What follows belongs to an exercise in optimizing a design on an open flow for small area, a short achievable clock period and few clock cycles; a production flow would make more cautious choices. Function was checked by simulation only, so behaviour that the tests miss may differ from the original. Power and IR drop assume default switching activity.

==> run.sh <==
#!/bin/bash
# synth_recipe.tcl (not shown) runs the flow's synth.tcl, then flattens the netlist and writes it again
# the make line also repeats each setting of config.mk as NAME=value (left out here)
make -C /OpenROAD-flow-scripts/flow DESIGN_CONFIG=/design/flow/config.mk WORK_HOME=/design/flow/orfs CLKGATE_MAP_FILE= SYNTH_SCRIPT=/design/flow/synth_recipe.tcl finish
==> design.v <==
`timescale 1ns / 1ps
module mips (
    input          reset,
    input          clk,
    input  [ 31:0] i_inst_rdata,
    input  [ 31:0] m_data_rdata,
    output [ 31:0] i_inst_addr,
    output [ 31:0] m_data_addr,
    output [ 31:0] m_data_wdata,
    output [3 : 0] m_data_byteen,
    output [ 31:0] m_inst_addr,
    output         w_grf_we,
    output [  4:0] w_grf_addr,
    output [ 31:0] w_grf_wdata,
    output [ 31:0] w_inst_addr
);
  reg rq;
  always @(posedge clk) rq <= reset;
  reg  [31:0] pcF;
  assign i_inst_addr = pcF;
  reg  [31:0] irX, pcX;
  wire [ 5:0] op = irX[31:26];
  wire [ 5:0] fn = irX[5:0];
  wire [ 4:0] rs = irX[25:21];
  wire [ 4:0] rt = irX[20:16];
  wire [ 4:0] rd = irX[15:11];
  wire [15:0] imm = irX[15:0];
  wire opR = op == 6'b000000;
  wire opRegimm = op == 6'b000001;
  wire opJ = op == 6'b000010;
  wire opJal = op == 6'b000011;
  wire opBeq = op == 6'b000100;
  wire opBne = op == 6'b000101;
  wire opBlez = op == 6'b000110;
  wire opBgtz = op == 6'b000111;
  wire opImm = op[5:3] == 3'b001;
  wire opLoad = op[5:3] == 3'b100;
  wire opStore = op[5:3] == 3'b101;
  wire opLui = op == 6'b001111;
  wire opLogImm = opImm & op[2] & ~(op[1] & op[0]);   
  wire rShift = opR & (fn[5:3] == 3'b000);
  wire rJr = opR & (fn[5:1] == 5'b00100);
  wire rJalr = opR & (fn == 6'b001001);
  wire rMf = opR & (fn[5:3] == 3'b010) & ~fn[0];
  wire rMt = opR & (fn[5:3] == 3'b010) & fn[0];
  wire rMd = opR & (fn[5:3] == 3'b011);
  wire rAlu = opR & fn[5];
  wire regWrite = rAlu | rShift | rJalr | rMf | opImm | opLoad | opJal;
  wire [4:0] dest = (opImm | opLoad) ? rt : opJal ? 5'd31 : rd;
  wire usesRs = ~(opJ | opJal);
  wire usesRt = opR | opBeq | opBne | opStore;
  reg         weM, ldM;
  reg  [ 4:0] rdM;
  reg  [31:0] resM;
  wire [31:0] wdM;
  wire [31:0] rfq[0:31];
  assign rfq[0] = 32'd0;
  wire [31:0] rfD = rq ? 32'd0 : wdM;
  genvar g;
  generate
    for (g = 1; g < 32; g = g + 1) begin : RF
      reg [31:0] r;
      wire en = rq | (weM && rdM == g);
      always @(posedge clk) if (en) r <= rfD;
      assign rfq[g] = r;
    end
  endgenerate
  wire hitS = weM && (rdM == rs);
  wire hitT = weM && (rdM == rt);
  wire ldStall = ldM & ((hitS & usesRs) | (hitT & usesRt));
  wire [31:0] rsv = hitS ? resM : rfq[rs];
  wire [31:0] rtv = hitT ? resM : rfq[rt];
  wire eq = rsv == rtv;
  wire rsNeg = rsv[31];
  wire rsZero = rsv == 32'd0;
  wire taken = (opBeq & eq) | (opBne & ~eq) | (opBlez & (rsNeg | rsZero)) |
               (opBgtz & ~rsNeg & ~rsZero) | (opRegimm & (rsNeg ^ rt[0]));
  wire [31:0] pcX4 = pcX + 32'd4;
  wire [31:0] brTarget = pcX4 + {{14{imm[15]}}, imm, 2'b00};
  reg [31:0] HI, LO, MD;
  reg nHI, nLO;   
  reg [1:0] mdState;   
  wire busy = mdState != 2'd0;
  wire stall = (busy & (rMd | rMf | rMt)) | ldStall;
  wire [31:0] immExt = opLui ? {imm, 16'd0} : opLogImm ? {16'd0, imm} : {{16{imm[15]}}, imm};
  wire useImm = opImm | opLoad | opStore;
  wire [31:0] A = rsv;
  wire [31:0] B = useImm ? immExt : rtv;
  wire isSlt = (opR & (fn[5:1] == 5'b10101)) | (opImm & (op[2:1] == 2'b01));
  wire doSub = (opR & (fn[5:1] == 5'b10001)) | isSlt;
  wire [32:0] sum = {1'b0, A} + {1'b0, doSub ? ~B : B} + {32'd0, doSub};
  wire ltu = ~sum[32];
  wire lts = (A[31] ^ B[31]) ? A[31] : sum[31];
  wire sltUns = opR ? fn[0] : op[0];
  wire [1:0] lop = opR ? fn[1:0] : op[1:0];
  reg [31:0] logicR;
  always @(*) begin
    case (lop)
      2'd0: logicR = A & B;
      2'd1: logicR = A | B;
      2'd2: logicR = A ^ B;
      default: logicR = opR ? ~(A | B) : B;   
    endcase
  end
  wire [4:0] shamt = fn[2] ? rsv[4:0] : irX[10:6];
  wire shLeft = ~fn[1];
  wire shArith = fn[0];
  reg [31:0] shIn, shOutR;
  integer k;
  always @(*) begin
    for (k = 0; k < 32; k = k + 1) shIn[k] = shLeft ? rtv[31-k] : rtv[k];
  end
  wire [32:0] shTmp = $signed({shArith & rtv[31], shIn}) >>> shamt;
  always @(*) begin
    for (k = 0; k < 32; k = k + 1) shOutR[k] = shLeft ? shTmp[31-k] : shTmp[k];
  end
  wire [31:0] link = pcX + 32'd8;
  wire [31:0] hlMag = fn[1] ? LO : HI;
  wire hlNeg = fn[1] ? nLO : nHI;
  wire [31:0] hlVal = hlNeg ? (~hlMag + 32'd1) : hlMag;
  wire selLogic = (opR & (fn[5:2] == 4'b1001)) | opLogImm | opLui;
  wire selLink = opJal | rJalr;
  reg [31:0] resX;
  always @(*) begin
    if (rShift) resX = shOutR;
    else if (isSlt) resX = {31'd0, sltUns ? ltu : lts};
    else if (selLogic) resX = logicR;
    else if (selLink) resX = link;
    else if (rMf) resX = hlVal;
    else resX = sum[31:0];
  end
  wire [1:0] ea = sum[1:0];
  reg [3:0] beX;
  always @(*) begin
    if (!opStore) beX = 4'b0000;
    else if (op[1]) beX = 4'b1111;
    else if (op[0]) beX = ea[1] ? 4'b1100 : 4'b0011;
    else beX = 4'b0001 << ea;
  end
  wire [31:0] sdX = op[1] ? rtv : op[0] ? {2{rtv[15:0]}} : {4{rtv[7:0]}};
  reg [31:0] sdM, pcM;
  reg [3:0] beM;
  reg lsM;   
  reg [1:0] lzM;   
  assign m_data_addr = resM;
  assign m_data_wdata = sdM;
  assign m_inst_addr = pcM;
  assign m_data_byteen = reset ? 4'd0 : beM;
  wire [7:0] ldB = resM[1] ? (resM[0] ? m_data_rdata[31:24] : m_data_rdata[23:16]) :
                             (resM[0] ? m_data_rdata[15:8] : m_data_rdata[7:0]);
  wire [15:0] ldH = resM[1] ? m_data_rdata[31:16] : m_data_rdata[15:0];
  wire [31:0] ldV = lzM[1] ? m_data_rdata :
                    lzM[0] ? {{16{~lsM & ldH[15]}}, ldH} : {{24{~lsM & ldB[7]}}, ldB};
  assign wdM = ldM ? ldV : resM;
  reg        weW;
  reg [ 4:0] rdW;
  reg [31:0] wdW, pcW;
  assign w_grf_we = reset ? 1'b0 : weW;
  assign w_grf_addr = rdW;
  assign w_grf_wdata = wdW;
  assign w_inst_addr = pcW;
  always @(posedge clk) begin
    if (rq) begin
      pcF <= 32'h00003000;
      irX <= 32'd0;
    end else if (!stall) begin
      irX <= i_inst_rdata;
      pcX <= pcF;
      if (taken) pcF <= brTarget;
      else if (opJ | opJal) pcF <= {pcX4[31:28], irX[25:0], 2'b00};
      else if (rJr) pcF <= rsv;
      else pcF <= pcF + 32'd4;
    end
  end
  always @(posedge clk) begin
    if (rq) begin
      weM <= 1'b0;
      beM <= 4'd0;
      ldM <= 1'b0;
    end else begin
      weM <= ~stall & regWrite & (dest != 5'd0);
      beM <= (stall | reset) ? 4'd0 : beX;
      ldM <= ~stall & opLoad;
    end
    rdM  <= dest;
    resM <= resX;
    sdM  <= sdX;
    pcM  <= pcX;
    lsM  <= op[2];
    lzM  <= op[1:0];
  end
  always @(posedge clk) begin
    if (rq | reset) weW <= 1'b0;
    else weW <= weM;
    rdW <= rdM;
    wdW <= wdM;
    pcW <= pcM;
  end
  reg [5:0] cnt;
  reg mdSigned, mPrev;
  wire mLast = cnt == 6'd0;
  wire [32:0] mA = {mdSigned & MD[31], MD};
  wire [8:0] mBits = {LO[7:0], mPrev};
  wire [41:0] mRow[0:3];
  wire [3:0] mNeg;
  generate
    for (g = 0; g < 4; g = g + 1) begin : BOOTH
      wire b0 = mBits[2*g];
      wire b1 = mBits[2*g+1];
      wire b2 = mBits[2*g+2];
      wire one = b0 ^ b1;
      wire two = (b2 & ~b1 & ~b0) | (~b2 & b1 & b0);
      wire neg = b2 & ~(b1 & b0);
      wire [33:0] x = one ? {mA[32], mA} : two ? {mA, 1'b0} : 34'd0;
      wire [33:0] y = neg ? ~x : x;
      assign mRow[g] = {8'd0, ~y[33], y[32:0]} << (2 * g);
      assign mNeg[g] = neg;
    end
  endgenerate
  wire [41:0] mNegRow = {35'd0, mNeg[3], 1'b0, mNeg[2], 1'b0, mNeg[1], 1'b0, mNeg[0]};
  wire [41:0] mHiRow = {10'd0, ~HI[31], HI[30:0]};
  wire [41:0] mTopRow = (mLast & ~mdSigned & LO[7]) ? {2'd0, MD, 8'd0} : 42'd0;
  wire [41:0] mAcc = mHiRow + mRow[0] + mRow[1] + mRow[2] + mRow[3] + mNegRow + mTopRow +
                     42'h355_8000_0000;
  wire dSA = ~fn[0] & rsv[31];
  wire dSB = ~fn[0] & rtv[31];
  wire [31:0] dA = dSA ? (~rsv + 32'd1) : rsv;
  wire [31:0] dB = dSB ? (~rtv + 32'd1) : rtv;
  function [5:0] clz32(input [31:0] v);
    integer j;
    begin
      clz32 = 6'd32;
      for (j = 0; j < 32; j = j + 1) if (v[j]) clz32 = 6'd31 - j[5:0];
    end
  endfunction
  wire [5:0] zA = clz32(HI);
  wire [5:0] zB = clz32(MD);
  wire [5:0] dN = zB - zA;
  wire dZero = zB < zA;   
  wire [32:0] dDiff = {1'b0, HI} - {1'b0, MD};
  wire dGe = ~dDiff[32];
  wire mdGo = ~stall & ~busy;
  always @(posedge clk) begin
    if (rq) begin
      HI <= 32'd0;
      LO <= 32'd0;
      nHI <= 1'b0;
      nLO <= 1'b0;
      mdState <= 2'd0;
    end else begin
      case (mdState)
        2'd0: begin
          if (mdGo & rMd) begin
            mdSigned <= ~fn[0];
            if (fn[1]) begin
              HI <= dA;
              MD <= dB;
              nHI <= dSA;
              nLO <= dSA ^ dSB;
              mdState <= 2'd2;
            end else begin
              MD <= rsv;
              HI <= 32'd0;
              LO <= rtv;
              nHI <= 1'b0;
              nLO <= 1'b0;
              mPrev <= 1'b0;
              cnt <= 6'd3;
              mdState <= 2'd1;
            end
          end else if (mdGo & rMt) begin
            if (fn[1]) begin
              LO  <= rsv;
              nLO <= 1'b0;
            end else begin
              HI  <= rsv;
              nHI <= 1'b0;
            end
          end
        end
        2'd1: begin
          HI <= mAcc[39:8];
          LO <= {mAcc[7:0], LO[31:8]};
          mPrev <= LO[7];
          cnt <= cnt - 6'd1;
          if (mLast) mdState <= 2'd0;
        end
        2'd2: begin
          LO <= 32'd0;
          if (dZero) begin
            mdState <= 2'd0;
          end else begin
            MD <= MD << dN;
            cnt <= dN;
            mdState <= 2'd3;
          end
        end
        default: begin
          if (dGe) HI <= dDiff[31:0];
          LO <= {LO[30:0], dGe};
          MD <= MD >> 1;
          cnt <= cnt - 6'd1;
          if (mLast) mdState <= 2'd0;
        end
      endcase
    end
  end
endmodule
==> config.mk <==
export PLATFORM = sky130hd
export DESIGN_NAME = mips
export DESIGN_NICKNAME = mips
export VERILOG_FILES = /design/flow/design.v
export SDC_FILE = /design/flow/constraint.sdc
export NUM_CORES = 4
export LEC_CHECK = 0
export CAP_MARGIN = 20
export CORE_MARGIN = 2
export CORE_UTILIZATION = 40
export PLACE_DENSITY = 0.6
export SLEW_MARGIN = 20
==> constraint.sdc <==
create_clock -name core_clock -period 20.0 [get_ports {clk}]
set_input_delay 4.0000 -clock core_clock [delete_from_list [all_inputs] [get_ports {clk}]]
set_output_delay 4.0000 -clock core_clock [all_outputs]
set_load 0.01 [all_outputs]
==> results of run 1 <==
==> per-layer routing <==
metal	GRT usage	share of wire	routed length [um]
met5	0.0132	0.0022	1080
met4	0.337	0.10	49900
met3	0.173	0.15	72600
met2	0.593	0.41	198000
met1	0.491	0.34	166000
==> critical path, stage by stage <==
cell,delay (ns)
clkdlybuf4s50_1,0.81
nor2b_1,0.27
clkdlybuf4s50_1,0.57
==> registers in the layout, summed over array words and instances (netlist names), 2 cells and up <==
signal,cells
LO,32
irX,32
pcW,32
MD,32
pcF,32
HI,32
mdState,2
pcM,32
pcX,32
beM,4
rdW,5
cnt,6
wdW,32
RF.r,992
resM,32
sdM,32
lzM,2
rdM,5
==> cells by family (layout without fill, tap and decap cells) <==
logic type / count (synthesis) / count (layout) / synth area share
xor+xnor: 430 / 430 / 0.0425
fa+ha+maj: 390 / 390 / 0.0658
other cells: 0 / 42 / 0
compound gates: 2354 / 2354 / 0.188
buf+inv: 1067 / 1254 / 0.0465
flops: 1377 / 1377 / 0.431
mux: 334 / 334 / 0.0431
simple gates: 3136 / 3136 / 0.183
==> worst paths after layout <==
| kind | startpoint | end | slack (ns) | cells after the start |
|---|---|---|---|---|
| worst max register to register | irX[16] | resM[0] | 10.82 | 25 |
| worst min register to register | pcM[4] | pcW[4] | 0.35 | 0 |
| worst min-delay path | pcM[4] | pcW[4] | 0.35 | 0 |
| worst max-delay path | reset | m_data_byteen[3] | 10.34 | 3 |
==> power groups by stage <==
stage               sequential (mW)  clock [mW]  combinational (mW)
floorplan                      3.99           0                2.22
global placement               4.18           0                3.87
detailed placement             4.18           0                3.89
CTS                            4.12        3.10                3.92
global route                   4.17        3.21                4.27
finish                         4.15        3.11                4.12
==> cell type report <==
class / count / area (sq um)
Inverter: 328 / 1230
Clock inverter: 105 / 1380
Timing Repair Buffer: 637 / 5570
Tap cell: 2958 / 3700
Multi-Input combinational cell: 6644 / 47200
Sequential cell: 1377 / 38200
Clock buffer: 184 / 4070
Fill cell: 20600 / 118000
Antenna cell: 42 / 105
==> cells in the final DEF, fill, tap and decap left out, drive strengths merged, types with 313 or more instances in the layout <==
| cell | count |
|---|---|
| inv | 331 |
| buf | 370 |
| dfxtp | 313 |
| a22oi | 322 |
| nor2 | 633 |
| o21ai | 331 |
| edfxtp | 1064 |
| and3 | 875 |
| a21oi | 449 |
| nand2 | 686 |
==> per-stage QoR <==
step | setup WS, ns | utilization
5_1_grt | 10.26 | 0.461
6_report | 10.34 | 0.462
2_1_floorplan | 11.82 | -
3_5_place_dp | 10.34 | 0.436
3_3_place_gp | 10.28 | 0.436
4_1_cts | 10.34 | 0.461
==> impl_metrics.ini, run 1 <==
[place]
place_hpwl_mm = 315
postPlaceCellArea_sq_um = 95800
io_buffers = 267
gp_congestion = 1.04
dp_cells = 11900

[pwr]
switching_share = 0.401
irDropWorstVdd_v = 0.000113
internal_power_mw = 6.81
leakagePower_nw = 41.2
p_switching_mw = 4.57
comb_power_share = 0.362
power_density_nw_per_um2 = 112
finalPower_mw = 11.4
p_clk_frac = 0.273
p_seq_frac = 0.365

[clocking]
cts_root_buf = clkbuf_16
postCtsHoldBufs = 0
cts_max_level = 4
cts_sinks = 1377
cts_setup_buffers = 0
cts_inserted_buffers = 157
cts_tree = built
clk_path_buf_depth = 3
clkTransAtPathRegs_ns = 0.06
ctsResizeCount = 0
worstSkewPairLatency_ns = 0.89

[floorplanning]
dieArea_sq_um = 225000
coreArea_sq_um = 220000
rows = 172
die_x_um = 475
die_y_um = 475
ioPinCount = 268
start_util = 0.403

[cells_and_area]
area_growth_pct = 14.5
drive_gt1_frac = 0.103
fin_area_sq_um = 102000
fin_cells = 12300
nNetsFinal = 9601

[status]
status = complete, no violations

[sta]
period_needed_ns = 9.67
final.setup.tns_ns = 0
tightestPinTransition_ns = 1.34
slew_viol_final = 0
clock.fmax_mhz = 103
slew_headroom = 0.108
finClkSkew_ns = 0.0784
post-route-period-util = 0.483
hold_ws_ns = 0.350
rsz0062_at_grt = no
final_hold_viol_count = 0
setup-violations-final = 0

[logic_synthesis]
yosysUniqueCellTypes = 102
synth_commonest_cells = edfxtp_1 (1064), and3_1 (875), nand2_1 (686), clkbuf_1 (638), nor2_1 (628)
synth_nets = 9544
netlist_area_sq_um = 88700
ys_ff_latch = 1377
async_reset_ff_frac = 0
synth_most_common_cell = edfxtp_1
synth_ff_type = edfxtp_1
yosysWarnings = 1
yosys-top-cells-area = edfxtp_1 (36%), dfxtp_1 (7.1%), and3_1 (6.2%), ha_1 (3.7%), nand2_1 (2.9%)
synth_edf_count = 1064
synth_top_area_share = 0.360
synth_cells = 9088
yosysSeqAreaShare = 0.431
syn_area_per_cell_sq_um = 9.76
synth_top_area_cell = edfxtp_1

[grt]
antenna_found_initial = 55
grt-ovfl-total = 0
grt_pass1_vias = 81500
track_usage = 0.417
grt_pass1_wl_mm = 658
grt_max_degree = 124

[critical_path]
crit_path_start_kind = primary input
endpoint_kind = primary output
cp_max_fo = 8
worstPathArrival_ns = 5.66
critical_path_class = primary input to primary output
required_ns = 16.00

[routing]
routed_via_density = 7.20
avgRoutedWirePerCell_um = 39.7
vias = 88400
ant_nets = 0
drt_iter0_drc = 16600
drc = 0
totalWireLength_mm = 487
firstDrtPassIters = 13

[worst_hold_path]
hold_path.class = flip-flop to flip-flop

[run]
drv_cap = 0
Testbench counts, summed over its fixed seeds: cycles 41,537.
==> run 2: changes to the inputs <==
==> flow/run.sh (new file) <==
#!/bin/bash
# Standard ORFS flow (the standard.sh, unchanged synthesis, floorplan,
# power grid and routing), with timing repair aimed at the period the
# design can reach instead of the 20 ns clock, full-size port buffers,
# and sizing not limited to same-footprint cells.
set -euo pipefail
bash standard.sh \
  SETUP_SLACK_MARGIN=11.5 \
  MATCH_CELL_FOOTPRINT=0 \
  "BUFFER_PORTS_ARGS=-buffer_cell sky130_fd_sc_hd__buf_2" \
  finish > flow.log 2>&1
==> standard.sh (new file) <==
#!/bin/bash
# synth_recipe.tcl (not shown) runs the flow's synth.tcl, then flattens the netlist and writes it again
# the make line also repeats each setting of config.mk as NAME=value (left out here)
make -C /OpenROAD-flow-scripts/flow DESIGN_CONFIG=/design/flow/config.mk WORK_HOME=/design/flow/orfs CLKGATE_MAP_FILE= SYNTH_SCRIPT=/design/flow/synth_recipe.tcl "${@:-finish}"
removed: run.sh
==> run 2 against run 1 <==
Synthesized cell count did not move. Largest cell class unchanged. Combinational power fell by 2%. Utilization fell by 0.63 points. Clock skew fell by 0.00069 ns. Critical path depth rose by 22. Critical path type is now flip-flop to flip-flop. Clock power barely moved.
==> impl_metrics.ini, run 2 <==
[floorplanning]
ioPinCount = 268
rows = 172
dieArea_sq_um = 225000
start_util = 0.403
die_x_um = 475
coreArea_sq_um = 220000
die_y_um = 475

[sta]
final_hold_viol_count = 0
clock.fmax_mhz = 115
period_needed_ns = 8.69
setup-violations-final = 0
final.setup.tns_ns = 0
tightestPinTransition_ns = 1.36
slew_headroom = 0.0860
rsz0062_at_grt = yes
post-route-period-util = 0.435
fin_ws_ns = 11.31
finClkSkew_ns = 0.0777
slew_viol_final = 0

[place]
postPlaceCellArea_sq_um = 94400
io_buffers = 267
dp_cells = 11900
place_hpwl_mm = 330
place_ws_ns = 11.42
gp_congestion = 1.08

[routing]
vias = 89100
avgRoutedWirePerCell_um = 40.8
totalWireLength_mm = 502
drt_iter0_drc = 17200
ant_nets = 0
routed_via_density = 7.25
drc = 0
firstDrtPassIters = 11

[cells_and_area]
final_cell_mix = edfxtp_1 (1064), and3_1 (872), nand2_1 (677), nor2_1 (564), a21oi_1 (437)
fin_cells = 12300
nNetsFinal = 9595
finish.utilization = 0.455
drive_gt1_frac = 0.132
regArea_sq_um = 38200
final_common_cell = edfxtp_1
largest_register_ffs = 992
fin_area_sq_um = 100000
max_flop_register = RF.r
area_growth_pct = 12.9
multi_input_area_sq_um = 47300
n_fill_cell = 20800

[logic_synthesis]
synth_top_area_cell = edfxtp_1
async_reset_ff_frac = 0
synth_most_common_cell = edfxtp_1
syn_area_per_cell_sq_um = 9.76
ys_ff_latch = 1377
synth_commonest_cells = edfxtp_1 (1064), and3_1 (875), nand2_1 (686), clkbuf_1 (638), nor2_1 (628)
synth_edf_count = 1064
synth_nets = 9544
yosysSeqAreaShare = 0.431
synth_top_area_share = 0.360
synth_ff_type = edfxtp_1
yosysWarnings = 1
synth_cells = 9088
yosys-top-cells-area = edfxtp_1 (36%), dfxtp_1 (7.1%), and3_1 (6.2%), ha_1 (3.7%), nand2_1 (2.9%)
yosysUniqueCellTypes = 102
netlist_area_sq_um = 88700

[grt]
grt_max_degree = 122
grt-ovfl-total = 0
antenna_found_initial = 56
grt_pass1_wl_mm = 674
grt_pass1_vias = 81600
track_usage = 0.429

[clocking]
clkTransAtPathRegs_ns = 0.06
cts_root_buf = clkbuf_16
cts_sinks = 1377
clk_path_buf_depth = 3
cts_inserted_buffers = 157
worstSkewPairLatency_ns = 0.87
cts_max_level = 4
cts_tree = built

[worst_hold_path]
min_to = pcW[25]
holdPathStages = 0
min_from = pcM[25]
hold_path.class = flip-flop to flip-flop

[critical_path]
endpoint_kind = flip-flop
crit-reg2reg-launch = irX[17]
worstPathArrival_ns = 9.48
crit_path_start_kind = flip-flop
rrSetupSlack_ns = 11.31
critical_path_class = flip-flop to flip-flop
cp_max_fo = 55
required_ns = 20.79
rr_endpoint = resM[0]
setup.worst_path.start = irX[17]
reg2reg_depth = 25

[pwr]
power_density_nw_per_um2 = 113
leakagePower_nw = 41.3
irDropWorstVdd_v = 0.000116

[run]
drv_cap = 0

[status]
status = complete, no violations
==> run 2: final cells by class <==
cell class,count,area share
antenna,63,0.00157
clock buffer,178,0.0413
clock inverter,109,0.0133
inverter,328,0.0123
multi-input combinational,6645,0.472
sequential,1377,0.382
tap,2958,0.0370
timing repair buffer,630,0.0409
==> run 2: logic make-up after synthesis <==
logic type | share of synthesized area
compound gates | 0.188
xor+xnor | 0.0425
fa+ha+maj | 0.0658
buf+inv | 0.0465
flops | 0.431
mux | 0.0431
simple gates | 0.183
==> run 2: timing repair <==
item                                    4_1_cts  5_1_grt
pin swaps                                     0        0
gates cloned                                  0        1
gates resized for setup                       3        5
hold buffers                                  0        0
buffers inserted                              0        0
endpoints found under the setup margin        6        9
==> run 2: per-layer routing <==
metal	track usage	wire [um]
met5	0.00519	397
met4	0.353	53000
met3	0.176	72200
met2	0.612	205000
met1	0.502	171000
==> run 2: report_power, final <==
part           total (mW)  internal, mW  switching [mW]  leakage [nW]
logic                4.04          1.22            2.82          25.2
clock network        3.11          1.77            1.34          2.65
registers            4.21          3.73           0.484          13.4
==> run 2: worst max path at each step <==
stage | to | slack [ns] | cells past startpoint
CTS | m_data_byteen[2] | 11.50 | 3
floorplan | m_data_byteen[0] | 11.82 | 1
global route | resM[0] | 11.48 | 25
global placement | m_data_byteen[3] | 11.41 | 3
finish | resM[0] | 11.31 | 25
detailed placement | m_data_byteen[2] | 11.42 | 3
==> run 2: metrics by stage <==
stage | hold WS (ns) | total power, mW
CTS | 0.345 | 11.1
detailed placement | 0.332 | 8.04
finish | 0.345 | 11.4
global placement | 0.330 | 8.04
global route | 0.355 | 11.6
floorplan | 0.329 | 6.21
==> run 2: critical path: stages, from the launching register on <==
cell	delay (ns)
dfxtp_2	0.36
buf_4	0.49
nor2b_4	0.63
buf_4	0.61
buf_4	0.69
and3_1	0.28
a2111oi_0	0.07
nand4_1	0.17
o31a_1	0.48
or2_2	0.55
a21oi_1	0.26
xnor2_1	0.18
ha_1	0.39
o21ai_0	0.10
nor2_1	0.09
o41a_1	0.41
a41oi_1	0.42
o211ai_1	0.24
nor4_2	0.36
o211ai_1	0.25
nand2_1	0.11
o21ai_0	0.16
or4_1	0.44
a311o_1	0.32
o311ai_0	0.12
a22o_1	0.20
==> run 3: changes to the inputs <==
==> flow/run.sh (replaced) <==
#!/bin/bash
# Standard ORFS flow (the standard.sh: unchanged synthesis, floorplan,
# power grid and routing), with timing repair aimed at the period the
# design can reach instead of the 20 ns clock (setup margin), plain port
# buffers, sizing not limited to same-footprint cells, and cell padding
# for pin access. make's output goes to flow.log; each ORFS step keeps its
# own log under orfs/logs.
set -euo pipefail
bash standard.sh \
  SETUP_SLACK_MARGIN=12.2 \
  MATCH_CELL_FOOTPRINT=0 \
  "BUFFER_PORTS_ARGS=-buffer_cell sky130_fd_sc_hd__buf_2" \
  CELL_PAD_IN_SITES_GLOBAL_PLACEMENT=2 \
  CELL_PAD_IN_SITES_DETAIL_PLACEMENT=1 \
  finish > flow.log 2>&1
==> run 3 against run 2 <==
Routed wire length is 8.6% higher. Setup slack better by 0.35 ns. Cell count is 0.52% higher. Combinational power is 3% higher. Critical path depth is 22 lower. Synthesized cell count stayed put. First-iteration DRC count is 18% lower. Via count is 0.49% higher.
==> impl_metrics.ini, run 3 <==
[routing]
drc = 0
avgRoutedWirePerCell_um = 44.1
routed_via_density = 7.25
totalWireLength_mm = 545
drt_iter0_drc = 14200
ant_nets = 0
vias = 89500
firstDrtPassIters = 10

[place]
gp_congestion = 1.01
io_buffers = 267
dp_cells = 11900
place_hpwl_mm = 362

[logic_synthesis]
synth_edf_count = 1064
async_reset_ff_frac = 0
synth_top_area_share = 0.360
synth_most_common_cell = edfxtp_1
synth_commonest_cells = edfxtp_1 (1064), and3_1 (875), nand2_1 (686), clkbuf_1 (638), nor2_1 (628)
syn_area_per_cell_sq_um = 9.76
yosysSeqAreaShare = 0.431
synth_nets = 9544
synth_ff_type = edfxtp_1
synth_top_area_cell = edfxtp_1
netlist_area_sq_um = 88700
ys_ff_latch = 1377
synth_cells = 9088
yosys-top-cells-area = edfxtp_1 (36%), dfxtp_1 (7.1%), and3_1 (6.2%), ha_1 (3.7%), nand2_1 (2.9%)
yosysWarnings = 1
yosysUniqueCellTypes = 102

[sta]
clock.fmax_mhz = 120
final.setup.tns_ns = 0
final_hold_viol_count = 0
post-route-period-util = 0.417
setup-violations-final = 0
rsz0062_at_grt = yes
period_needed_ns = 8.34
slew_viol_final = 0
finClkSkew_ns = 0.124
slew_headroom = 0.0609
tightestPinTransition_ns = 1.37

[critical_path]
crit-reg2reg-launch = irX[17]
endpoint_kind = primary output
rr_endpoint = resM[0]
crit_path_start_kind = primary input
worstPathArrival_ns = 4.34
cp_max_fo = 6
required_ns = 16.00
reg2reg_depth = 27
critical_path_class = primary input to primary output
rrSetupSlack_ns = 12.09

[grt]
grt_max_degree = 122
grt_pass1_vias = 85700
grt_pass1_wl_mm = 729
grt-ovfl-total = 0
track_usage = 0.468
antenna_found_initial = 63

[clocking]
clk_path_buf_depth = 3
cts_sinks = 1377
cts_max_level = 4
clkTransAtPathRegs_ns = 0.06
cts_inserted_buffers = 161
cts_tree = built
postCtsHoldBufs = 0
cts_root_buf = clkbuf_16
worstSkewPairLatency_ns = 0.93

[floorplanning]
die_y_um = 475
ioPinCount = 268
start_util = 0.403
die_x_um = 475
coreArea_sq_um = 220000
rows = 172
dieArea_sq_um = 225000

[status]
status = complete, no violations

[pwr]
irDropWorstVdd_v = 0.000152
leakagePower_nw = 41.6
power_density_nw_per_um2 = 115

[cells_and_area]
fin_cells = 12400
n_fill_cell = 24200
area_growth_pct = 14.2
max_flop_register = RF.r
final_cell_mix = edfxtp_1 (1064), and3_1 (872), nand2_1 (676), nor2_1 (558), a21oi_1 (439)
drive_gt1_frac = 0.140
largest_register_ffs = 992
final_common_cell = edfxtp_1
nNetsFinal = 9619
regArea_sq_um = 38300
multi_input_area_sq_um = 47500

[worst_hold_path]
holdPathStages = 0
hold_path.class = flip-flop to flip-flop
min_from = pcM[10]
min_to = pcW[10]

[run]
drv_cap = 0
-- run 3: worst max-delay path by stage --
| stage | start | to | cells past startpoint |
|---|---|---|---|
| final | reset | m_data_byteen[3] | 3 |
| after global routing | reset | m_data_byteen[3] | 3 |
| after CTS | reset | m_data_byteen[1] | 3 |
| after detailed placement | irX[16] | resM[0] | 27 |
| after global placement | irX[16] | resM[0] | 27 |
| after floorplan | reset | m_data_byteen[0] | 1 |
-- run 3: area by class of cell --
type,instances,area share
Timing Repair Buffer,647,0.0443
Sequential cell,1377,0.378
Clock inverter,98,0.0141
Inverter,328,0.0122
Antenna cell,97,0.00240
Clock buffer,199,0.0431
Tap cell,2958,0.0366
Multi-Input combinational cell,6648,0.469
-- run 3: kinds of logic after synthesis --
| family | share of synthesized area |
|---|---|
| compound gates | 0.188 |
| xor+xnor | 0.0425 |
| fa+ha+maj | 0.0658 |
| buf+inv | 0.0465 |
| flops | 0.431 |
| mux | 0.0431 |
| simple gates | 0.183 |
-- run 3: repair_timing --
| item | in CTS | in global routing |
|---|---|---|
| buffers inserted | 6 | 14 |
| pin swaps | 2 | 5 |
| resized for setup | 35 | 69 |
| endpoints found under the setup margin | 26 | 29 |
| gates cloned | 0 | 5 |
-- run 3: layer usage --
metal	global-route usage	vias up	share of wire
met1	0.561	44700	0.35
met4	0.382	24	0.098
met5	0.00411	-	0.00056
li1	-	34800	-
met3	0.148	2440	0.12
met2	0.687	7518	0.42
-- run 3: critical path: stages --
cell and delay, ns:
buf_12 0.13, nor2b_4 0.11, buf_6 0.11
-- run 3: through the flow --
| stage | hold WS [ns] | instance area [sq um] | power (mW) | worst slack (ns) | utilization |
|---|---|---|---|---|---|
| 4_1_cts | 0.346 | 100000 | 11.4 | 11.65 | 0.457 |
| 6_report | 0.343 | 101000 | 11.7 | 11.66 | 0.460 |
| 5_1_grt | 0.351 | 101000 | 11.9 | 11.64 | 0.460 |
| 2_1_floorplan | 0.329 | 88700 | 6.21 | 11.89 | - |
| 3_5_place_dp | 0.332 | 94500 | 8.19 | 11.02 | 0.430 |
| 3_3_place_gp | 0.330 | 94400 | 8.17 | 11.00 | 0.429 |
-- run 3: power by group --
part / switching [mW] / internal [mW]
combinational: 2.92 / 1.23
clock: 1.42 / 1.85
sequential: 0.522 / 3.73
total: 4.86 / 6.81
==> run 4: changes to the inputs <==
==> flow/run.sh (replaced) <==
#!/bin/bash
# Standard ORFS flow (the standard.sh: unchanged synthesis, floorplan,
# power grid and routing), with timing repair aimed at the period the
# design can reach instead of the 20 ns clock (setup margin), plain port
# buffers and sizing not limited to same-footprint cells. make's output
# goes to flow.log; each ORFS step keeps its own log under orfs/logs.
set -euo pipefail
bash standard.sh \
  SETUP_SLACK_MARGIN=12.2 \
  MATCH_CELL_FOOTPRINT=0 \
  "BUFFER_PORTS_ARGS=-buffer_cell sky130_fd_sc_hd__buf_2" \
  finish > flow.log 2>&1
--- a/config.mk
+++ b/config.mk
@@ -7,6 +7,6 @@
 export LEC_CHECK = 0
 export CAP_MARGIN = 20
 export CORE_MARGIN = 2
-export CORE_UTILIZATION = 40
-export PLACE_DENSITY = 0.6
+export CORE_UTILIZATION = 50
+export PLACE_DENSITY = 0.65
 export SLEW_MARGIN = 20
==> run 4 against run 3 <==
Still clean on timing, DRC and antenna. Critical path depth unchanged. Non-clock buffer count decreased by 16. Global-route usage increased by 4.9 points. Synthesized cell count unchanged. Die area decreased by 20%. Cell area decreased by 1.9%. Clock skew decreased by 0.051 ns. Synthesized area unchanged. Setup slack got worse by 0.0020 ns. Worst hold slack improved by 0.0016 ns. Total power decreased by 3.7%. Largest power group unchanged.
==> impl_metrics.ini, run 4 <==
[place]
place_hpwl_mm = 316
io_buffers = 267
gp_congestion = 1.09

[clocking]
worstSkewPairLatency_ns = 0.88
clk_path_buf_depth = 3
cts_root_buf = clkbuf_16
postCtsHoldBufs = 0
clkTransAtPathRegs_ns = 0.06
cts_inserted_buffers = 153
cts_sinks = 1377
cts_max_level = 4
cts_tree = built

[floorplanning]
start_util = 0.504
rows = 154
dieArea_sq_um = 181000
coreArea_sq_um = 176000
ioPinCount = 268
die_y_um = 425
die_x_um = 425

[routing]
vias = 89700
drt_iter0_drc = 18300
firstDrtPassIters = 13
totalWireLength_mm = 484
drc = 0
ant_nets = 0
routed_via_density = 7.71
avgRoutedWirePerCell_um = 41.5

[pwr]
power_density_nw_per_um2 = 113
p_switching_mw = 4.61
comb_power_share = 0.358
internal_power_mw = 6.63
p_seq_frac = 0.377
p_clk_frac = 0.265
leakagePower_nw = 41.2
switching_share = 0.410
irDropWorstVdd_v = 0.000106

[critical_path]
critical_path_class = primary input to primary output
rr_endpoint = resM[0]
path_cells = buf_12 -> nor2b_4 -> buf_6
required_ns = 16.00
max_stage_delay_ns = 0.13
cp_max_fo = 7
crit_slowest_cell = buf_12
crit_path_start_kind = primary input
worstPathArrival_ns = 4.35
endpoint_kind = primary output
crit-reg2reg-launch = irX[20]
reg2reg_depth = 23
rrSetupSlack_ns = 12.16

[grt]
grt_max_degree = 122
antenna_found_initial = 46
track_usage = 0.517
grt_pass1_wl_mm = 654
grt_pass1_vias = 81900
grt-ovfl-total = 0

[logic_synthesis]
async_reset_ff_frac = 0
synth_cells = 9088
ys_ff_latch = 1377
syn_area_per_cell_sq_um = 9.76
yosysWarnings = 1
synth_most_common_cell = edfxtp_1
synth_top_area_cell = edfxtp_1
synth_commonest_cells = edfxtp_1 (1064), and3_1 (875), nand2_1 (686), clkbuf_1 (638), nor2_1 (628)
yosysUniqueCellTypes = 102
netlist_area_sq_um = 88700
yosysSeqAreaShare = 0.431
yosys-top-cells-area = edfxtp_1 (36%), dfxtp_1 (7.1%), and3_1 (6.2%), ha_1 (3.7%), nand2_1 (2.9%)
synth_ff_type = edfxtp_1
synth_top_area_share = 0.360
synth_edf_count = 1064
synth_nets = 9544

[sta]
rsz0062_at_grt = yes
finClkSkew_ns = 0.0731
final.setup.tns_ns = 0
clock.fmax_mhz = 120
setup-violations-final = 0
slew_headroom = 0.0493
final_hold_viol_count = 0
tightestPinTransition_ns = 1.41
period_needed_ns = 8.35
slew_viol_final = 0
post-route-period-util = 0.417

[cells_and_area]
n_fill_cell = 15600
max_flop_register = RF.r
final_cell_mix = edfxtp_1 (1064), and3_1 (872), nand2_1 (676), nor2_1 (566), a21oi_1 (439)
area_growth_pct = 12.0
drive_gt1_frac = 0.132
finish.utilization = 0.564
nNetsFinal = 9591
final_common_cell = edfxtp_1
largest_register_ffs = 992

[status]
status = complete, no violations

[run]
drv_cap = 0

[worst_hold_path]
min_from = pcM[9]
holdPathStages = 0
min_to = pcW[9]
hold_path.class = flip-flop to flip-flop
-- run 4: timing repair --
action	in CTS	in global routing
hold endpoints to repair	0	0
pin swaps	0	1
gates cloned	0	1
endpoints found under the setup margin	14	18
resized for setup	22	29
setup buffers	1	1
-- run 4: power groups by stage --
stage	Combinational, mW	Sequential [mW]	Clock (mW)
after floorplan	2.22	3.99	0
after global placement	3.75	4.25	0
after detailed placement	3.76	4.24	0
after CTS	3.78	4.19	2.95
after global routing	4.15	4.24	3.07
final	4.02	4.24	2.98
-- run 4: cell type report --
class / instances / area [sq um] / share of cell area
sequential: 1377 / 38200 / 0.385
clock buffer: 187 / 4060 / 0.0409
clock inverter: 95 / 1140 / 0.0115
tap: 2340 / 2930 / 0.0295
antenna: 41 / 103 / 0.00103
inverter: 328 / 1230 / 0.0124
timing repair buffer: 631 / 4250 / 0.0428
multi-input combinational: 6644 / 47300 / 0.477
-- run 4: metrics by stage --
stage / power, mW / instances / hold WS (ns) / area, sq um / worst slack, ns
6_report: 11.2 / 11600 / 0.345 / 99300 / 11.65
5_1_grt: 11.5 / 11600 / 0.352 / 99200 / 11.65
4_1_cts: 10.9 / 11600 / 0.348 / 99000 / 11.66
3_5_place_dp: 7.99 / 11300 / 0.333 / 93700 / 11.51
3_3_place_gp: 8.00 / 11300 / 0.330 / 93600 / 11.52
2_1_floorplan: 6.21 / 9088 / 0.329 / 88700 / 11.89
-- run 4: metal layers --
| layer | GRT usage | wire (um) |
|---|---|---|
| met2 | 0.724 | 194000 |
| met3 | 0.230 | 75800 |
| met1 | 0.599 | 158000 |
| met5 | 0.00476 | 355 |
| met4 | 0.449 | 55800 |
-- run 4: cell families (layout without fill, tap and decap cells) --
kind of cell,after synthesis,after routing,synth area share
compound gates,2354,2354,0.188
xor+xnor,430,430,0.0425
fa+ha+maj,390,390,0.0658
buf+inv,1067,1241,0.0465
flops,1377,1377,0.431
mux,334,334,0.0431
other cells,0,41,0
simple gates,3136,3136,0.183
-- run 4: worst max path at each step --
stage	from	to	slack [ns]	depth (start not counted)
after floorplan	reset	m_data_byteen[0]	11.89	1
after global placement	reset	m_data_byteen[3]	11.52	3
after detailed placement	reset	w_grf_we	11.51	3
after CTS	reset	w_grf_we	11.66	3
after global routing	reset	w_grf_we	11.65	3
final	reset	w_grf_we	11.65	3
-- run 4: critical path, delay by kind of cell --
kind	cells	cell delay, ns
buffers and inverters	2	0.24
AND/OR/NAND/NOR	1	0.11
==> run 5: changes to the inputs <==
==> flow/run.sh (replaced) <==
#!/bin/bash
# Standard ORFS flow (the standard.sh: unchanged synthesis, floorplan,
# power grid and routing), with timing repair aimed at the period the
# design can reach instead of the 20 ns clock (setup margin), plain port
# buffers, sizing not limited to same-footprint cells, cell padding for pin
# access, and a clock tree with larger sink clusters and no dummy loads.
# make's output goes to flow.log; each ORFS step keeps its own log under
# orfs/logs.
set -euo pipefail
bash standard.sh \
  SETUP_SLACK_MARGIN=12.2 \
  MATCH_CELL_FOOTPRINT=0 \
  "BUFFER_PORTS_ARGS=-buffer_cell sky130_fd_sc_hd__buf_2" \
  CELL_PAD_IN_SITES_GLOBAL_PLACEMENT=2 \
  CELL_PAD_IN_SITES_DETAIL_PLACEMENT=1 \
  "CTS_ARGS=-sink_clustering_enable -repair_clock_nets -sink_clustering_size 18 -sink_clustering_max_diameter 100 -dont_use_dummy_load" \
  finish > flow.log 2>&1
--- a/config.mk
+++ b/config.mk
@@ -7,6 +7,6 @@
 export LEC_CHECK = 0
 export CAP_MARGIN = 20
 export CORE_MARGIN = 2
-export CORE_UTILIZATION = 50
-export PLACE_DENSITY = 0.65
+export CORE_UTILIZATION = 40
+export PLACE_DENSITY = 0.6
 export SLEW_MARGIN = 20
==> run 5 against run 4 <==
Synthesized cell count stayed put. Clock power fell by 37%. Worst hold slack improved by 0.0030 ns. Critical path type unchanged. Critical endpoint is now m_data_byteen[3].
==> impl_metrics.ini, run 5 <==
[status]
status = complete, no violations

[sta]
hold_ws_ns = 0.348
slew_viol_final = 0
finClkSkew_ns = 0.154
post-route-period-util = 0.417
slew_headroom = 0.0842
tightestPinTransition_ns = 1.37
clock.fmax_mhz = 120
period_needed_ns = 8.34
fin_ws_ns = 11.66
setup-violations-final = 0
final.setup.tns_ns = 0
final_hold_viol_count = 0
rsz0062_at_grt = yes

[cells_and_area]
max_flop_register = RF.r
final_common_cell = edfxtp_1
area_growth_pct = 10.1
largest_register_ffs = 992
drive_gt1_frac = 0.123
nNetsFinal = 9546
n_fill_cell = 24400
final_cell_mix = edfxtp_1 (1064), and3_1 (872), nand2_1 (676), nor2_1 (559), a21oi_1 (439)

[clocking]
postCtsHoldBufs = 0
cts_inserted_buffers = 93
worstSkewPairLatency_ns = 0.86
cts_tree = built
cts_sinks = 1377
clk_path_buf_depth = 3
cts_max_level = 3
cts_root_buf = clkbuf_16
clkTransAtPathRegs_ns = 0.07

[critical_path]
path_cells = buf_12 -> nor2b_4 -> buf_6
critical_path_class = primary input to primary output
crit_path_start_kind = primary input
cp_max_fo = 6
setup.worst_path.start = reset
worstPathArrival_ns = 4.34
max_stage_delay_ns = 0.13
required_ns = 16.00
crit_slowest_cell = buf_12
endpoint_kind = primary output
crit-reg2reg-launch = irX[25]

[pwr]
irDropWorstVdd_v = 0.000139
finalPower_mw = 10.2
power_density_nw_per_um2 = 105
leakagePower_nw = 40.0

[routing]
drc = 0
routed_via_density = 7.30
avgRoutedWirePerCell_um = 44.5
totalWireLength_mm = 540
vias = 88500
drt_iter0_drc = 14400
firstDrtPassIters = 7
ant_nets = 0

[grt]
grt_busiest_layer = met2
met1_usage = 0.562
track_usage = 0.464
use_met2 = 0.689
grt_pass1_vias = 84200
grt_max_degree = 122
grt_pass1_wl_mm = 724
antenna_found_initial = 65
grtUsageMet3 = 0.136
grt-ovfl-total = 0

[logic_synthesis]
netlist_area_sq_um = 88700
synth_most_common_cell = edfxtp_1
synth_nets = 9544
yosysUniqueCellTypes = 102
synth_edf_count = 1064
synth_commonest_cells = edfxtp_1 (1064), and3_1 (875), nand2_1 (686), clkbuf_1 (638), nor2_1 (628)
synth_cells = 9088
syn_area_per_cell_sq_um = 9.76
synth_top_area_share = 0.360
yosysSeqAreaShare = 0.431
synth_ff_type = edfxtp_1
synth_top_area_cell = edfxtp_1
async_reset_ff_frac = 0
yosysWarnings = 1
ys_ff_latch = 1377
yosys-top-cells-area = edfxtp_1 (36%), dfxtp_1 (7.1%), and3_1 (6.2%), ha_1 (3.7%), nand2_1 (2.9%)

[floorplanning]
rows = 172
dieArea_sq_um = 225000
ioPinCount = 268
coreArea_sq_um = 220000
die_x_um = 475
die_y_um = 475
start_util = 0.403

[worst_hold_path]
hold_path.class = flip-flop to flip-flop
min_from = pcM[10]

[place]
place_hpwl_mm = 362
io_buffers = 267
gp_congestion = 1.01
place_ws_ns = 11.02

[run]
drv_cap = 0
## run 5: area by class of cell
cell class	instances	area, sq um	share of cell area
repair buffers	643	4450	0.0455
clock buffers	93	2330	0.0238
inverters	328	1230	0.0126
well taps	2958	3700	0.0379
multi-input cells	6647	47500	0.486
flip-flops and latches	1377	38300	0.392
diodes	87	218	0.00223
## run 5: cells by family after synthesis
family / share of synthesized area
simple gates: 0.183
compound gates: 0.188
flops: 0.431
buf+inv: 0.0465
xor+xnor: 0.0425
fa+ha+maj: 0.0658
mux: 0.0431
## run 5: what timing repair did
action	4_1_cts	5_1_grt
gates resized for setup	39	67
buffers inserted	6	13
pin swaps	1	6
gates cloned	0	3
endpoints found under the setup margin	24	27
## run 5: worst paths after layout
check	to	slack (ns)	depth (start not counted)
hold / removal	pcW[10]	0.35	0
hold reg to reg	pcW[10]	0.35	0
setup / recovery	m_data_byteen[3]	11.66	3
setup reg to reg	resM[0]	12.13	26
## run 5: layer usage
metal	vias up	wire [um]
met2	7538	231000
met5	-	191
met3	2359	66100
li1	34500	-
met4	30	51500
met1	44100	190000
## run 5: through the flow
step / area (sq um) / std cells / utilization
global placement: 94400 / 11900 / 0.429
detailed placement: 94500 / 11900 / 0.430
global route: 97500 / 12100 / 0.443
floorplan: 88700 / 9088 / -
finish: 97700 / 12100 / 0.444
CTS: 97000 / 12000 / 0.441
## run 5: power breakdown
group	total (mW)	internal [mW]	switching [mW]
clock network	1.87	0.820	1.05
registers	4.24	3.72	0.519
logic	4.13	1.23	2.90
## run 5: worst max-delay path, delay by kind of cell
kind                   cells  cell delay, ns
AND/OR/NAND/NOR            1            0.11
buffers and inverters      2            0.24

-- afterwards: timing with drivers on the ports --
In the flow no input, the clock included, has a driving cell. The finished layouts below were timed again as built, in two steps.
Step 1 (the two cells are an assumption about what drives the block):
set clk [get_ports {clk}]
set_driving_cell -lib_cell sky130_fd_sc_hd__clkbuf_16 $clk
set_driving_cell -lib_cell sky130_fd_sc_hd__buf_2 [delete_from_list [all_inputs] $clk]
Step 2, shift: input delay + t, output delay - t, t = (earliest + latest rising clock arrival at the registers) / 2. This alone moves slack from input paths to output paths.
Slacks: ideal / step 1 / step 2; pairs: ideal / step 1.
run	shift t [ns]	setup slack, ns	worst hold slack (ns)	pins driven straight from the clock port
run 1	0.929	10.335 / 10.311 / 10.311	0.350 / 0.350 / 0.350	1
run 2	0.923	11.306 / 11.306 / 11.306	0.345 / 0.345 / 0.345	1
run 3	0.975	11.655 / 11.610 / 11.610	0.343 / 0.343 / 0.343	1
run 4	0.942	11.653 / 11.605 / 11.605	0.345 / 0.345 / 0.345	1
run 5	0.887	11.655 / 11.610 / 11.610	0.348 / 0.348 / 0.348	1
After both steps setup and hold are still met in every run listed. The setup slack of run 4, which loses most, moves by -0.048 ns with the drivers and by -0.048 ns with both steps.
